This is an optimization exercise on Yosys and OpenROAD, whose aim is small area, a short achievable clock period and few clock cycles, not a production implementation.
The RTL was checked by simulation tests, not by an equivalence proof against the original design.
Power figures rest on the tool's default switching activity, not on a simulated workload.

==> job 4826: inputs <==
==> flow/design.v <==
`timescale 1ns/10ps
module LBP ( clk, reset, gray_addr, gray_req, gray_ready, gray_data, lbp_addr, lbp_valid, lbp_data, finish);
input clk;
input reset;
input gray_ready;
input [7:0] gray_data;
output [13:0] gray_addr;
output gray_req;
output [13:0] lbp_addr;
output lbp_valid;
output [7:0] lbp_data;
output finish;
localparam H = 6;             
localparam L = H + 2;         
localparam IW = 3;            
reg [6:0] rd_row, rd_col;
reg [IW-1:0] rd_i;
reg rd_done;
reg finish;
reg lbp_valid;
wire rd_en = gray_ready & ~rd_done;
wire col_end = (rd_i == L-1);
wire strip_end = col_end & (rd_col == 7'd127);
assign gray_addr = {rd_row, rd_col};
assign gray_req = 1'b1;
always @(posedge clk or posedge reset) begin
    if (reset) begin
        rd_row <= 7'd0;
        rd_col <= 7'd0;
        rd_i <= {IW{1'b0}};
        rd_done <= 1'b0;
        finish <= 1'b0;
        lbp_valid <= 1'b0;
    end else begin
        finish <= rd_done;
        lbp_valid <= rd_en & (rd_i >= 2) & (rd_col >= 2);
        if (rd_en) begin
            if (col_end) begin
                rd_i <= {IW{1'b0}};
                rd_col <= rd_col + 7'd1;
                if (strip_end) begin
                    if (rd_row == 7'd127) rd_done <= 1'b1;
                    rd_row <= rd_row - 7'd1;
                end else begin
                    rd_row <= rd_row - (L-1);
                end
            end else begin
                rd_i <= rd_i + 1'b1;
                rd_row <= rd_row + 7'd1;
            end
        end
    end
end
reg [6:0] lb_row, lb_col;
always @(posedge clk) begin
    lb_row <= rd_row - 7'd1;
    lb_col <= rd_col - 7'd1;
end
assign lbp_addr = {lb_row, lb_col};
reg [7:0] sr [1:L+1];
integer k;
always @(posedge clk) begin
    sr[1] <= gray_data;
    for (k = 2; k <= L+1; k = k + 1) sr[k] <= sr[k-1];
end
wire [7:0] ctr = sr[L+1];
wire [7:0] n7 = gray_data;    
wire [7:0] n4 = sr[1];        
wire [7:0] n2 = sr[2];        
wire [7:0] n6 = sr[L];        
wire b7 = n7 >= ctr, o0 = ctr >= n7;    
wire b4 = n4 >= ctr, o3 = ctr >= n4;    
wire b2 = n2 >= ctr, o5 = ctr >= n2;    
wire b6 = n6 >= ctr, o1 = ctr >= n6;    
reg [L:0] d0;       
reg [L-1:0] d3;     
reg [L-2:0] d5;     
reg d1;             
reg [7:0] lbp_data;
always @(posedge clk) begin
    d0 <= {d0[L-1:0], o0};
    d3 <= {d3[L-2:0], o3};
    d5 <= {d5[L-3:0], o5};
    d1 <= o1;
    lbp_data <= {b7, b6, d5[L-2], b4, d3[L-1], b2, d1, d0[L]};
end
endmodule
==> flow/run.sh <==
#!/bin/bash
# synth_recipe.tcl (not shown) runs the flow's synth.tcl, then flattens the netlist and writes it again
# the make line also repeats each setting of config.mk as NAME=value (left out here)
make -C /OpenROAD-flow-scripts/flow DESIGN_CONFIG=/design/flow/config.mk WORK_HOME=/design/flow/orfs CLKGATE_MAP_FILE= SYNTH_SCRIPT=/design/flow/synth_recipe.tcl finish
==> flow/config.mk <==
export PLATFORM = sky130hd
export DESIGN_NAME = LBP
export DESIGN_NICKNAME = LBP
export VERILOG_FILES = /design/flow/design.v
export SDC_FILE = /design/flow/constraint.sdc
export NUM_CORES = 4
export LEC_CHECK = 0
export ABC_CLOCK_PERIOD_IN_PS = 1600
export CAP_MARGIN = 20
export CORE_MARGIN = 2
export CORE_UTILIZATION = 40
export PLACE_DENSITY = 0.6
export SETUP_SLACK_MARGIN = 1.85
export SLEW_MARGIN = 20
==> flow/constraint.sdc <==
create_clock -name core_clock -period 3.5 [get_ports {clk}]
set_input_delay 0.7000 -clock core_clock [delete_from_list [all_inputs] [get_ports {clk}]]
set_output_delay 0.7000 -clock core_clock [all_outputs]
set_load 0.01 [all_outputs]
==> inputs of job 6495, as changes to job 4826 <==
--- a/flow/design.v
+++ b/flow/design.v
@@ -63,25 +63,28 @@
     sr[1] <= gray_data;
     for (k = 2; k <= L+1; k = k + 1) sr[k] <= sr[k-1];
 end
-wire [7:0] ctr = sr[L+1];
-wire [7:0] n7 = gray_data;    
-wire [7:0] n4 = sr[1];        
-wire [7:0] n2 = sr[2];        
-wire [7:0] n6 = sr[L];        
-wire b7 = n7 >= ctr, o0 = ctr >= n7;    
-wire b4 = n4 >= ctr, o3 = ctr >= n4;    
-wire b2 = n2 >= ctr, o5 = ctr >= n2;    
-wire b6 = n6 >= ctr, o1 = ctr >= n6;    
-reg [L:0] d0;       
-reg [L-1:0] d3;     
-reg [L-2:0] d5;     
-reg d1;             
-reg [7:0] lbp_data;
+wire [7:0] p = gray_data;
+wire [7:0] pu = sr[1];
+wire [7:0] pdl = sr[L-1];
+wire [7:0] pl = sr[L];
+wire [7:0] pul = sr[L+1];
+wire geU = p >= pu,  leU = pu >= p;
+wire geUL = p >= pul, leUL = pul >= p;
+wire geL = p >= pl,  leL = pl >= p;
+wire geDL = p >= pdl, leDL = pdl >= p;
+reg [3:0] dle [0:L+1];    
+reg [L:0] dgu;            
+reg [1:0] dgl;            
+reg [2:0] dgdl;           
+reg b7;
 always @(posedge clk) begin
-    d0 <= {d0[L-1:0], o0};
-    d3 <= {d3[L-2:0], o3};
-    d5 <= {d5[L-3:0], o5};
-    d1 <= o1;
-    lbp_data <= {b7, b6, d5[L-2], b4, d3[L-1], b2, d1, d0[L]};
+    dle[0] <= {leDL, leL, leU, leUL};
+    for (k = 1; k <= L+1; k = k + 1) dle[k] <= dle[k-1];
+    dgu <= {dgu[L-1:0], geU};
+    dgl <= {dgl[0], geL};
+    dgdl <= {dgdl[1:0], geDL};
+    b7 <= geUL;
 end
+wire [3:0] lo = dle[L+1];
+assign lbp_data = {b7, dgu[L], lo[3], dgl[1], lo[2], dgdl[2], lo[1], lo[0]};
 endmodule
- ABC_CLOCK_PERIOD_IN_PS: 1600 -> not set
- SETUP_SLACK_MARGIN: 1.85 -> not set
==> notes <==
Against job 4826, the die area of job 6495 is higher by 7.9%. Hold slack: job 4826 is worse than job 6495 (0.00067 ns). Sequential power: job 6495 is higher than job 4826 (about 18%). Against job 6495, the synthesized cell count of job 4826 is smaller by about 1.3%. In job 6495 the via count is lower than in job 4826, by about 1%. Cell count: job 6495 is smaller than job 4826 (about 2.8%). In job 4826 the first-iteration DRC count is smaller than in job 6495, by 32%. Of job 6495 and job 4826, job 6495 has the higher flip-flop and latch count (gap 22). Of job 4826 and job 6495, job 6495 has the higher clock skew (gap 0.00080 ns). In job 4826 the clock power is higher than in job 6495, by about 10%.
==> figures <==
| metric | job 6495 | job 4826 |
|---|---|---|
| Cell row count | 40 | 38 |
| Plain + repair buffers | 48 | 73 |
| Critical-path cell with the highest stage delay | sky130_fd_sc_hd__clkdlybuf4s50_1 | sky130_fd_sc_hd__dfrtp_2 |
| Footprint of the multi-input gates | 1360 sq um | 1650 sq um |
| Synthesized-area fraction occupied by ao, oa, aoi and oai cells | 0.0544 | 0.0622 |
| Share of flip-flops with an asynchronous set or reset after synthesis | 0.124 | 0.144 |
| Time the worst path needs with I/O delays and setup | 2.31 ns | 1.77 ns |
| Starting Density | 0.408 | 0.412 |
| First-pass GRT wire length | 11.5 mm | 12.1 mm |
| Buffer count from post-CTS setup fixing | 0 | 16 |
| Grt met3 use | 0.0461 | 0.0486 |
| Total clock sinks | 161 | 139 |
| Run status | timing/DRC/antenna clean | timing/DRC/antenna clean |
| Fraction of the cycle the final worst path needs | 0.660 | 0.506 |
| Sequential cell area in the final layout | 3320 sq um | 2920 sq um |
| Placed Cells incl. Taps | 561 | 551 |
| Logic power comb | 0.879 mW | 1.12 mW |
| Signal inverters | 24 | 40 |
| Synth Area in Adders | 0.100 | 0.109 |
| Non-clock buffering overhead | 0.0806 | 0.0991 |
| Launch point of the critical path | rd_col[2] | rd_col[0] |
Testbench counts of job 4826, summed over its fixed seeds: cycles 344,080.
Testbench counts of job 6495, summed over its fixed seeds: cycles 344,080.

-- separate check: timing with driven ports --
Ports are ideal in the flow. The routed layouts listed here were re-timed in OpenROAD. Step 1 (the two cells are an assumption about what drives the block):
set clk [get_ports {clk}]
set_driving_cell -lib_cell sky130_fd_sc_hd__clkbuf_16 $clk
set_driving_cell -lib_cell sky130_fd_sc_hd__buf_2 [delete_from_list [all_inputs] $clk]
Step 2 moves the port delays by t, midway between the first and last clock arrival at a register: inputs arrive t later, outputs are due t later. That takes back most of the time a late clock gives input paths. a / b / c = ideal / step 1 / step 2; a / b = the first two.
run	t, ns	setup WS [ns]	clock arrival spread, ns	slew at the worst register clock pin (ns)
job 4826	0.539	1.729 / 1.705 / 1.385	0.006 / 0.006	0.06 / 0.06
job 6495	0.445	1.188 / 1.153 / 0.826	0.007 / 0.007	0.06 / 0.06
After both steps setup and hold are still met in every run listed. For job 6495, which loses most, drivers alone change the setup slack by -0.035 ns; drivers and shift together by -0.362 ns.
